Context: an optimization exercise on an open-source flow, tuned for small area. The choices shown serve that exercise and are no tape-out recipe. Where RTL was checked, it was by simulation tests only, not by an equivalence proof against the original. Power and IR drop assume default switching activity.

== oak ==
## exception_handler
module exception_handler
(
    input logic                             clock_i,
    input logic                             reset_ni,
    input logic [riscv_pkg::XLEN - 1:0]                pc_i,
    input riscv_privileged_pkg::csr_address_t                     csr_address_i,
    input riscv_privileged_pkg::csr_command_t                     csr_command_i,
    input logic [riscv_privileged_pkg::MXLEN - 1:0]               csr_write_data_i,
    input logic                             csr_exception_i,
    input riscv_privileged_pkg::csr_exception_cause_t             csr_exception_cause_i,
    input logic [riscv_pkg::XLEN - 1:0]                csr_exception_pc_i,
    input logic                             timer_interrupt_i,
    input logic                             instruction_retired_i,
    input logic                             mret_i,
    output logic [riscv_privileged_pkg::MXLEN - 1:0]              csr_read_data_o,
    output logic                            csr_read_data_valid_o,
    output logic [riscv_pkg::XLEN - 1:0]               trap_pc_o,
    output logic                            flush_pipeline_o
);
Settings: LEC_CHECK=0, CAP_MARGIN=20, CORE_MARGIN=2, CORE_UTILIZATION=40, SLEW_MARGIN=20; clock period 8.0 ns.
standard.sh (not shown) runs the stock make flow with config.mk's settings and CLKGATE_MAP_FILE= SYNTH_SCRIPT=/design/flow/synth_recipe.tcl, a recipe that flattens the netlist after the stock synthesis.
==> flow/flow/run.sh <==
#!/bin/bash
# The standard layout (standard.sh: the standard synthesis and ORFS flow) with two changes:
# the port buffers are plain buf_1 cells, and the clock tree uses clkbuf_8 cells in larger
# clusters, without dummy loads. All output goes to standard_flow.log here (ORFS keeps each
# step's own log under orfs/logs/).
set -euo pipefail
export BUFFER_PORTS_ARGS="-buffer_cell sky130_fd_sc_hd__buf_1"
export CTS_ARGS="-sink_clustering_enable -repair_clock_nets -buf_list sky130_fd_sc_hd__clkbuf_8 -dont_use_dummy_load -sink_clustering_size 20 -sink_clustering_max_diameter 80"
bash standard.sh > standard_flow.log 2>&1
Input-level comparison between pine and oak:
==> flow/run.sh (new file) <==
#!/bin/bash
# synth_recipe.tcl (not shown) runs the flow's synth.tcl, then flattens the netlist and writes it again
# the make line also repeats each setting of config.mk as NAME=value (left out here)
make -C /OpenROAD-flow-scripts/flow DESIGN_CONFIG=/design/flow/config.mk WORK_HOME=/design/flow/orfs CLKGATE_MAP_FILE= SYNTH_SCRIPT=/design/flow/synth_recipe.tcl finish
removed: flow/flow/run.sh
removed: flow/standard.sh
[summary]
pine reports its launch point of the worst path as csr_address_i[1] while oak reports csr_address_i[6].
From pine to oak, simple-gate share of the synthesized area did not move at all.
Compare pine and oak | share of the cycle needed by the critical path after routing lower: oak
pine vs oak on portion of total power attributed to combinational logic: pine is the higher one.
Against oak, pine reports a share of the final layout cell area in sequential cells that is lower.
The violation count after the first detailed-routing iteration of pine was inferior to that of oak.
Pre-CTS setup slack: pine vs oak down 0.68 ns
Route | pine vs oak | wire longer in pine
Here is what was changed in the inputs of birch compared with pine.
# pine
export LEC_CHECK = 0
export CAP_MARGIN = 20
export CORE_MARGIN = 2
export CORE_UTILIZATION = 40
export SLEW_MARGIN = 20
create_clock -name core_clock -period 8.0 [get_ports {clock_i}]
# birch
export LEC_CHECK = 0
export CAP_MARGIN = 20
export CORE_MARGIN = 2
export CORE_UTILIZATION = 40
export CTS_BUF_LIST = sky130_fd_sc_hd__clkbuf_4
export SLEW_MARGIN = 20
create_clock -name core_clock -period 8.0 [get_ports {clock_i}]
==> summary.txt <==
- Run comparison: pine capture point of the critical path csr_read_data_o[38]; birch capture point of the critical path csr_read_data_o[22]
- Going from pine to birch, area overhead of the layout relative to synthesis shrinks by 0.27 points.
- Maximum frequency: birch vs pine — no meaningful difference
- Non-clock buffer count: birch vs pine identical
- Compared pine against birch; final standard cell area without fillers within noise.
- Global-route wire length before repair, birch vs pine: up slightly
- Compared to pine, the router laid down more metal wire for birch.
- Clock-buffer cell count in birch is 180% above pine.
- Between birch and pine, overall fraction of global-route tracks in use is lower for pine, birch comes in above that.
No functional check of the RTL was part of any run of this note.

* * *

Setup of run M:
exception_handler, a different RTL version from the one above (not shown whole).
For scale: roughly 410 I/O pins.
Settings: LEC_CHECK=0, CAP_MARGIN=20, CORE_MARGIN=2, CORE_UTILIZATION=40, SLEW_MARGIN=20, SYNTH_HIERARCHICAL=1, SYNTH_MINIMUM_KEEP_SIZE=0; clock period 8.0 ns.
==> flow/flow/run.sh <==
#!/bin/bash
# The standard layout (standard.sh: the standard synthesis and ORFS flow) with three
# changes: combinational cells are set to their smallest size before floorplan
# (flow/downsize.tcl; repair sizes up what timing needs), the port buffers are plain buf_1
# cells, and the clock tree uses clkbuf_8 cells in clusters of at most 15 sinks within 60 um, without dummy loads.
# All output goes to standard_flow.log here (ORFS keeps each step's own log under orfs/logs/).
set -euo pipefail
export PRE_FLOORPLAN_TCL="$PWD/flow/downsize.tcl"
export BUFFER_PORTS_ARGS="-buffer_cell sky130_fd_sc_hd__buf_1"
export CTS_ARGS="-sink_clustering_enable -repair_clock_nets -buf_list sky130_fd_sc_hd__clkbuf_8 -dont_use_dummy_load -sink_clustering_size 15 -sink_clustering_max_diameter 60"
bash standard.sh > standard_flow.log 2>&1
==> flow/flow/downsize.tcl <==
# Sourced by ORFS at the start of floorplan (PRE_FLOORPLAN_TCL), after the synthesized
# netlist is loaded: every combinational cell that synthesis gave a stronger drive than it
# needs is put back to the smallest cell of its family (same function). Timing repair later
# in the flow sizes up whatever the timing or slew needs. Flip-flops, buffers and inverters
# are left alone.
set db [ord::get_db]
set block [ord::get_db_block]
array set best {}
foreach m [concat {*}[lmap l [$db getLibs] {$l getMasters}]] {
  set n [$m getName]
  if {![regexp {^(sky130_fd_sc_hd__[a-z0-9]+)_([0-9]+)$} $n -> fam drv]} { continue }
  set a [expr {[$m getWidth] * [$m getHeight]}]
  if {[info exists ::env(DONT_USE_CELLS)] && [lsearch -exact $::env(DONT_USE_CELLS) $n] >= 0} { continue }
  if {![info exists best($fam)] || $a < [lindex $best($fam) 1] || ($a == [lindex $best($fam) 1] && $drv > [lindex $best($fam) 2])} {
    set best($fam) [list $n $a $drv]
  }
}
set count 0
foreach inst [$block getInsts] {
  set m [$inst getMaster]
  set n [$m getName]
  if {![regexp {^(sky130_fd_sc_hd__[a-z0-9]+)_([0-9]+)$} $n -> fam drv]} { continue }
  if {[regexp {buf|inv|df|dl|sdf|edf|conb|tap|fill|decap} $fam]} { continue }
  if {![info exists best($fam)]} { continue }
  set a [expr {[$m getWidth] * [$m getHeight]}]
  if {[lindex $best($fam) 1] < $a} {
    replace_cell [$inst getName] [lindex $best($fam) 0]
    incr count
  }
}
puts "downsize.tcl: $count cells set to the smallest size of their family"
Modified inputs, run E compared to run M
- PLACE_DENSITY newly set to 0.85
--- outcome ---
Run E against run M: count of placed standard cells including taps was more or less identical; layout sequential cell count was more or less identical; fmax went down by 1.7 MHz; number of nets in the final layout was more or less identical; total track usage went down by 1.3 points.
Run E ended with every stage complete and zero timing, DRC or antenna violations.
Vias: run E above run M
Run M has a higher initial antenna violation count than run E.
Looking at clock group share of total power, run E sits 0.3 points lower than run M does.
Run M reports its top routing layer in use as met5 while run E reports met4.
Between run M and run E, largest fanout on the critical path increased.

* * *

exception_handler, a different RTL version from the one above (not shown whole).
Size: ~1,600 cells after synthesis, ~410 I/O pins.
Settings: LEC_CHECK=0, CAP_MARGIN=20, CORE_MARGIN=2, CORE_UTILIZATION=40, PLACE_DENSITY=0.85, SLEW_MARGIN=20, SYNTH_HIERARCHICAL=1, SYNTH_MINIMUM_KEEP_SIZE=0; clock period 8.0 ns.
==> flow/flow/run.sh <==
#!/bin/bash
# The standard layout (standard.sh: the standard synthesis and ORFS flow) with three
# changes: combinational cells are set to their smallest size before floorplan
# (flow/downsize.tcl; repair sizes up what timing needs), the port buffers are plain buf_1
# cells, and the clock tree uses clkbuf_8 cells in larger within 50 um, without dummy loads.
# All output goes to standard_flow.log here (ORFS keeps each step's own log under orfs/logs/).
set -euo pipefail
export PRE_FLOORPLAN_TCL="$PWD/flow/downsize.tcl"
export BUFFER_PORTS_ARGS="-buffer_cell sky130_fd_sc_hd__buf_1"
export CTS_ARGS="-sink_clustering_enable -repair_clock_nets -buf_list sky130_fd_sc_hd__clkbuf_8 -dont_use_dummy_load -sink_clustering_size 15 -sink_clustering_max_diameter 60"
bash standard.sh > standard_flow.log 2>&1
Scripts as last shown in full above: flow/flow/downsize.tcl
The baseline finished with timing, DRC and antenna clean.
Then changed:
- CAP_MARGIN: 20 -> 0
- PLACE_DENSITY: 0.85 -> unset
- SLEW_MARGIN: 20 -> 0
=> The changed run ran to the end with no violations; power fell by 0.81%; clock-buffer cell count fell by 1; die area does not change; clock skew is about the same; setup slack gets better by 0.039 ns.
Then changed:
--- a/flow/flow/run.sh
+++ b/flow/flow/run.sh
@@ -9,3 +9,3 @@
 export BUFFER_PORTS_ARGS="-buffer_cell sky130_fd_sc_hd__buf_1"
-export CTS_ARGS="-sink_clustering_enable -repair_clock_nets -buf_list sky130_fd_sc_hd__clkbuf_8 -dont_use_dummy_load -sink_clustering_size 15 -sink_clustering_max_diameter 60"
+export CTS_ARGS="-sink_clustering_enable -repair_clock_nets -buf_list sky130_fd_sc_hd__clkbuf_8 -dont_use_dummy_load -sink_clustering_size 20 -sink_clustering_max_diameter 70"
 bash standard.sh > standard_flow.log 2>&1
- CAP_MARGIN: 0 -> 20
- SLEW_MARGIN: 0 -> 20
The new run finished with timing, DRC and antenna clean.
Synthesized cell count is unchanged.
Setup slack improves by 0.035 ns.
Total power drops by about 4%.
Clock skew is higher by 0.013 ns.
Wire length stays flat.
Via count drops by 0.84%.
Die area is unchanged.
Sequential power is about the same.
Utilization decreases by 0.28 points.

* * *

exception_handler again, from the RTL that the note above started with.
export LEC_CHECK = 0
export CAP_MARGIN = 20
export CORE_MARGIN = 2
export CORE_UTILIZATION = 40
export SLEW_MARGIN = 20
export SYNTH_HIERARCHICAL = 1
export SYNTH_MINIMUM_KEEP_SIZE = 0
create_clock -name core_clock -period 8.0 [get_ports {clock_i}]
==> flow/flow/run.sh <==
#!/bin/bash
# The standard layout (standard.sh: the standard synthesis and ORFS flow) with three
# changes: combinational cells are set to their smallest size before floorplan
# (flow/downsize.tcl; repair sizes up what timing needs), the port buffers are plain buf_1
# cells, and the clock tree uses clkbuf_8 cells in larger within 50 um, without dummy loads.
# All output goes to standard_flow.log here (ORFS keeps each step's own log under orfs/logs/).
set -euo pipefail
export PRE_FLOORPLAN_TCL="$PWD/flow/downsize.tcl"
export BUFFER_PORTS_ARGS="-buffer_cell sky130_fd_sc_hd__buf_1"
export CTS_ARGS="-sink_clustering_enable -repair_clock_nets -buf_list sky130_fd_sc_hd__clkbuf_8 -dont_use_dummy_load -sink_clustering_size 15 -sink_clustering_max_diameter 60"
bash standard.sh > standard_flow.log 2>&1
Scripts as last shown in full above: flow/flow/downsize.tcl
Change:
--- a/flow/flow/run.sh
+++ b/flow/flow/run.sh
@@ -8,4 +8,4 @@
 export PRE_FLOORPLAN_TCL="$PWD/flow/downsize.tcl"
 export BUFFER_PORTS_ARGS="-buffer_cell sky130_fd_sc_hd__buf_1"
-export CTS_ARGS="-sink_clustering_enable -repair_clock_nets -buf_list sky130_fd_sc_hd__clkbuf_8 -dont_use_dummy_load -sink_clustering_size 15 -sink_clustering_max_diameter 60"
+export CTS_ARGS="-sink_clustering_enable -repair_clock_nets -buf_list sky130_fd_sc_hd__clkbuf_8 -dont_use_dummy_load -sink_clustering_size 12 -sink_clustering_max_diameter 50"
 bash standard.sh > standard_flow.log 2>&1
--- a/flow/config.mk
+++ b/flow/config.mk
@@ -8,5 +8,5 @@
 export CAP_MARGIN = 20
 export CORE_MARGIN = 2
-export CORE_UTILIZATION = 40
+export CORE_UTILIZATION = 60
 export SLEW_MARGIN = 20
 export SYNTH_HIERARCHICAL = 1
=> Sequential cell count does not change. Total power went up by a few percent. Non-clock buffer count went up by 6. Clock-buffer cell count went up by 8. Routed wire length went down by a few percent. Via count went up by a few percent. Worst setup slack improves by 9.0 ps. First-iteration DRC count went up by about a fifth.

## re-timing with driven ports
The results above use ideal ports. As a check the final layouts listed here were re-extracted and re-timed, cells and wires unchanged. Step 1 assumes that a clkbuf_16 drives the clock port and a buf_2 every other input. Step 2, shift: input delay + t, output delay - t, t = (earliest + latest rising clock arrival at the registers) / 2. This alone moves slack from input paths to output paths. Slacks: ideal ports / drivers / drivers and shift; pairs: ideal ports / drivers.
run | t (ns) | setup WS [ns] | slew at the worst register clock pin (ns) | worst slew at a driven data input, ns
oak | 0.668 | 1.494 / 1.466 / 1.466 | 0.12 / 0.12 | 0.09
pine | 0.621 | 0.818 / 0.787 / 0.787 | 0.06 / 0.06 | 0.08
birch | 0.883 | 0.831 / 0.800 / 0.800 | 0.07 / 0.07 | 0.09
run M | 0.607 | 1.345 / 1.323 / 1.323 | 0.10 / 0.10 | 0.10
run E | 0.625 | 1.271 / 1.244 / 1.244 | 0.10 / 0.10 | 0.10
the first run of note 3 | 0.633 | 1.344 / 1.321 / 1.321 | 0.10 / 0.10 | 0.22
the second run of note 3 | 0.610 | 1.383 / 1.356 / 1.356 | 0.10 / 0.10 | 0.08
the third run of note 3 | 0.660 | 1.417 / 1.395 / 1.395 | 0.12 / 0.12 | 0.08
the first run of note 4 | 0.601 | 1.416 / 1.394 / 1.394 | 0.10 / 0.10 | 0.08
the second run of note 4 | 0.599 | 1.425 / 1.404 / 1.404 | 0.08 / 0.08 | 0.13
After both steps every run listed still meets setup and hold.
